This is an optimization exercise on Yosys and OpenROAD, whose aim is small area, a short achievable clock period and few clock cycles per item, not a production implementation. The RTL was checked by simulation tests, not by an equivalence proof against the original design.

==> trial 82 <==
## EC_TOP
module EC_TOP(
    clk, rst_n, in_valid,
    in_Px, in_Py, in_Qx, in_Qy, in_prime, in_a,
    out_valid, out_Rx, out_Ry
);
input clk, rst_n, in_valid;
input [5:0] in_Px, in_Py, in_Qx, in_Qy, in_prime, in_a;
output reg out_valid;
output reg [5:0] out_Rx, out_Ry;
reg v1, v2;
always @(posedge clk or negedge rst_n) begin
    if (!rst_n) begin
        v1 <= 1'b0;
        v2 <= 1'b0;
    end else begin
        v1 <= in_valid;
        v2 <= v1;
    end
end
reg [5:0] p, Px, Py, Qx, Qy, a;
always @(posedge clk) begin
    if (in_valid) begin
        p  <= in_prime;
        Px <= in_Px;
        Py <= in_Py;
        Qx <= in_Qx;
        Qy <= in_Qy;
        a  <= in_a;
    end
end
reg  [5:0] s;
wire [5:0] y, rx;
always @(posedge clk)
    s <= y;
EC_COMB u_comb (
    .p(p), .Px(Px), .Py(Py), .Qx(Qx), .Qy(Qy), .a(a), .s(s),
    .ph(v2), .y(y), .rx(rx)
);
always @(posedge clk or negedge rst_n) begin
    if (!rst_n) begin
        out_valid <= 1'b0;
        out_Rx    <= 6'd0;
        out_Ry    <= 6'd0;
    end else begin
        out_valid <= v2;
        out_Rx    <= v2 ? rx : 6'd0;
        out_Ry    <= v2 ? y  : 6'd0;
    end
end
endmodule
export LEC_CHECK = 0
export CAP_MARGIN = 20
export CORE_MARGIN = 2
export CORE_UTILIZATION = 40
export SLEW_MARGIN = 20
create_clock -name core_clock -period 90.0 [get_ports {clk}]
run.sh (not shown) runs the stock make flow with config.mk's settings and CLKGATE_MAP_FILE= SYNTH_SCRIPT=/design/flow/synth_recipe.tcl, a recipe that flattens the netlist after the stock synthesis.
==> inputs of trial 23, as changes to trial 82 <==
ABC_AREA = 1   (was unset)
==> PnR_summary.wiki <==
{| class="wikitable"
! Metric !! Value
|-
| Run status || timing/DRC/antenna clean
|-
| Total via count in the routed design || approximately 19,000
|-
| Average cell area after synthesis || 7.30 µm²
|-
| Pin count of the biggest net entering global routing || 58
|-
| Syn_nets || between 2,000 and 3,000
|-
| Fraction of synthesized cell area in xor and xnor cells || 6.02%
|-
| Crit-path slowest cell || sky130_fd_sc_hd__o311ai_0
|-
| Most common cell after layout, fill and taps aside || sky130_fd_sc_hd__nor2_1
|-
| Clock network area share || about 1.8%
|-
| Slowest stage delay, CP || about 0.74 ns
|-
| Share of synthesized area spent on multiplexers || 4.28%
|}
[end of results for trial 82]
==> PnR_summary.wiki <==
{| class="wikitable"
! Metric !! Value
|-
| Share of synthesized area spent on multiplexers || 0.0665%
|-
| Most common cell after layout, fill and taps aside || sky130_fd_sc_hd__nand2_1
|-
| Total via count in the routed design || ~17,000
|-
| Run status || timing/DRC/antenna clean
|-
| Slowest stage delay, CP || 0.65 ns
|-
| Syn_nets || between 2,000 and 3,000
|-
| Crit-path slowest cell || sky130_fd_sc_hd__nand4_1
|-
| Fraction of synthesized cell area in xor and xnor cells || 3.43%
|}
[end of results for trial 23]
Testbench counts of trial 82, summed over its fixed seeds: cycles 9,600, items 3,200.
Testbench counts of trial 23, summed over its fixed seeds: cycles 9,600, items 3,200.

* * *

==> inputs of run X <==
Another version of the RTL of EC_TOP (not shown whole).
## EC_TOP
module EC_TOP(
    clk, rst_n, in_valid,
    in_Px, in_Py, in_Qx, in_Qy, in_prime, in_a,
    out_valid, out_Rx, out_Ry
);
==> flow/config.mk <==
export PLATFORM = sky130hd
export DESIGN_NAME = EC_TOP
export DESIGN_NICKNAME = EC_TOP
export VERILOG_FILES = /design/flow/design.v
export SDC_FILE = /design/flow/constraint.sdc
export NUM_CORES = 4
export LEC_CHECK = 0
export CAP_MARGIN = 20
export CORE_MARGIN = 2
export CORE_UTILIZATION = 40
export SLEW_MARGIN = 20
==> flow/constraint.sdc <==
create_clock -name core_clock -period 90.0 [get_ports {clk}]
set_input_delay 18.0000 -clock core_clock [delete_from_list [all_inputs] [get_ports {clk}]]
set_output_delay 18.0000 -clock core_clock [all_outputs]
set_load 0.01 [all_outputs]
standard.sh (not shown) runs the stock make flow with config.mk's settings and CLKGATE_MAP_FILE= SYNTH_SCRIPT=/design/flow/synth_recipe.tcl, a recipe that flattens the netlist after the stock synthesis.
==> flow/flow/run.sh <==
#!/bin/bash
# Layout flow: the standard synthesis, then the combinational logic between the
# registers is re-mapped with a stronger ABC script (every register instance, its name
# and its cell type are kept as the standard synthesis made them), then the standard
# layout steps from floorplan to finish.
set -euo pipefail
HERE=$(pwd)
RES=$HERE/orfs/results/${FLOW_PLATFORM}/EC_TOP/base
LIB=$FLOW_HOME/platforms/${FLOW_PLATFORM}/lib/sky130_fd_sc_hd__tt_025C_1v80.lib
YOSYS=$FLOW_HOME/../tools/install/yosys/bin/yosys
[ -x "$YOSYS" ] || YOSYS=yosys

# 1. standard synthesis
bash standard.sh synth > std_synth.log 2>&1
cp $RES/1_2_yosys.v std_synth.v

# 2. re-map the combinational logic
DU=""
for c in $(cat flow/dont_use.txt); do DU="$DU -dont_use $c"; done
cat > resynth.ys <<EOT
read_liberty -ignore_miss_func $LIB
read_verilog std_synth.v
hierarchy -top $FLOW_TOP
setattr -mod -set keep_hierarchy 1 sky130_fd_sc_hd__*df* sky130_fd_sc_hd__*dl*
flatten
opt_clean -purge
tee -o resynth_before.txt stat -liberty $LIB
abc -script $HERE/flow/resynth.abc -liberty $LIB $DU
opt_clean -purge
hilomap -singleton -hicell sky130_fd_sc_hd__conb_1 HI -locell sky130_fd_sc_hd__conb_1 LO
splitnets
opt_clean -purge
select $FLOW_TOP
tee -o resynth_after.txt stat -liberty $LIB
write_verilog -noattr -nohex -nodec -selected resynth.v
EOT
$YOSYS -l resynth.log -q resynth.ys > /dev/null 2>&1
cp resynth.v $RES/1_2_yosys.v
rm -f $RES/1_synth.odb $RES/1_synth.sdc

# 3. standard layout from the new netlist
# the setup margin makes the resizer shorten every register-to-register path
# whose slack is under the margin (so paths longer than 90 - margin ns)
SETUP_SLACK_MARGIN=68 bash standard.sh > std_layout.log 2>&1
==> flow/flow/resynth.abc <==
strash
dc2
balance; rewrite; refactor; balance; rewrite; rewrite -z; balance; refactor -z; rewrite -z; balance
dch -f
&get -n
&dch -f
&nf
&put
strash
dc2
balance; rewrite; refactor; balance; rewrite; rewrite -z; balance; refactor -z; rewrite -z; balance
&get -n
&deepsyn -T 20
&put
dch -f
map -a
map -D 11000
topo
Other scripts of this flow, unchanged in this note and not shown: flow/flow/dont_use.txt
==> inputs of run A, as changes to run X <==
--- a/flow/flow/resynth.abc
+++ b/flow/flow/resynth.abc
@@ -14,5 +14,5 @@
 &put
 dch -f
 map -a
-map -D 11000
+map -a
 topo
==> inputs of run R, as changes to run X <==
--- a/flow/flow/resynth.abc
+++ b/flow/flow/resynth.abc
@@ -14,5 +14,5 @@
 &put
 dch -f
 map -a
-map -D 11000
+map -D 14000
 topo
--- a/flow/config.mk
+++ b/flow/config.mk
@@ -8,4 +8,5 @@
 export CAP_MARGIN = 20
 export CORE_MARGIN = 2
 export CORE_UTILIZATION = 40
+export PLACE_DENSITY = 0.8
 export SLEW_MARGIN = 20
==> qor summary <==
item	run R	run X	run A
Outcome	timing/DRC/antenna clean	timing/DRC/antenna clean	timing/DRC/antenna clean
Most common cell on crit path	sky130_fd_sc_hd__nand2_1	sky130_fd_sc_hd__nand2_1	sky130_fd_sc_hd__nand2_2
Met3 Usage GRT	0.07130	0.1056	0.07061
Slack of the worst reg-to-reg path	69420 ps	69720 ps	68870 ps
Sum of routed wire length over all layers	55.29 mm	64.90 mm	53.59 mm
GR met1 Demand/Resource	0.4668	0.5208	0.4821
Number of multi-input combinational cells in the layout	1745	1953	1580
Post-layout utilization of the core	0.4902	0.4757	0.5374
Buffer share of cell area	0.07888	0.06252	0.1070
Setup repair after global routing missed its margin	no	no	yes
Area of combinational cells with multiple inputs	0.009931 mm^2	0.01116 mm^2	0.009697 mm^2
Non-clock buffer count	118	102	179
Starting Density	0.4051	0.4055	0.4059
Met1 wire length	22.38 mm	26.85 mm	21.65 mm
Final routed wire length divided by cell count	21.49 um	23.62 um	21.95 um
Worst path setup slack after routing	69420 ps	69720 ps	68870 ps
Worst Reg2Reg Path Length in Cells	113	106	147
Final critical path time including I/O delays and setup	20580 ps	20280 ps	21130 ps
Height of the die	174.5 um	182.9 um	168.9 um
Testbench counts of run X, summed over its fixed seeds: cycles 9,600, items 3,200.
Testbench counts of run A, summed over its fixed seeds: cycles 9,600, items 3,200.
Testbench counts of run R, summed over its fixed seeds: cycles 9,600, items 3,200.

## what the ideal ports hide
The flow's constraints put no driver on any port. The routed layouts listed below were extracted and timed again, unchanged, in two steps. Step 1: set_driving_cell puts a clkbuf_16 on clk and a buf_2 on each other input, an assumption about the parent block. Step 2 moves the port delays by t, midway between the first and last clock arrival at a register: inputs arrive t later, outputs are due t later. That takes back most of the time a late clock gives input paths. Slacks: ideal ports / drivers / drivers and shift; pairs: ideal ports / drivers.
run | t, ns | setup slack, ns | worst data-port slew with drivers (ns)
trial 82 | 0.384 | 55.497 / 55.497 / 55.497 | 0.06
trial 23 | 0.391 | 62.150 / 62.150 / 62.150 | 0.05
run X | 0.337 | 69.721 / 69.721 / 69.721 | 0.05
run A | 0.332 | 68.872 / 68.872 / 68.872 | 0.04
run R | 0.324 | 69.422 / 69.422 / 69.422 | 0.05
After both steps setup and hold are still met in every run listed.
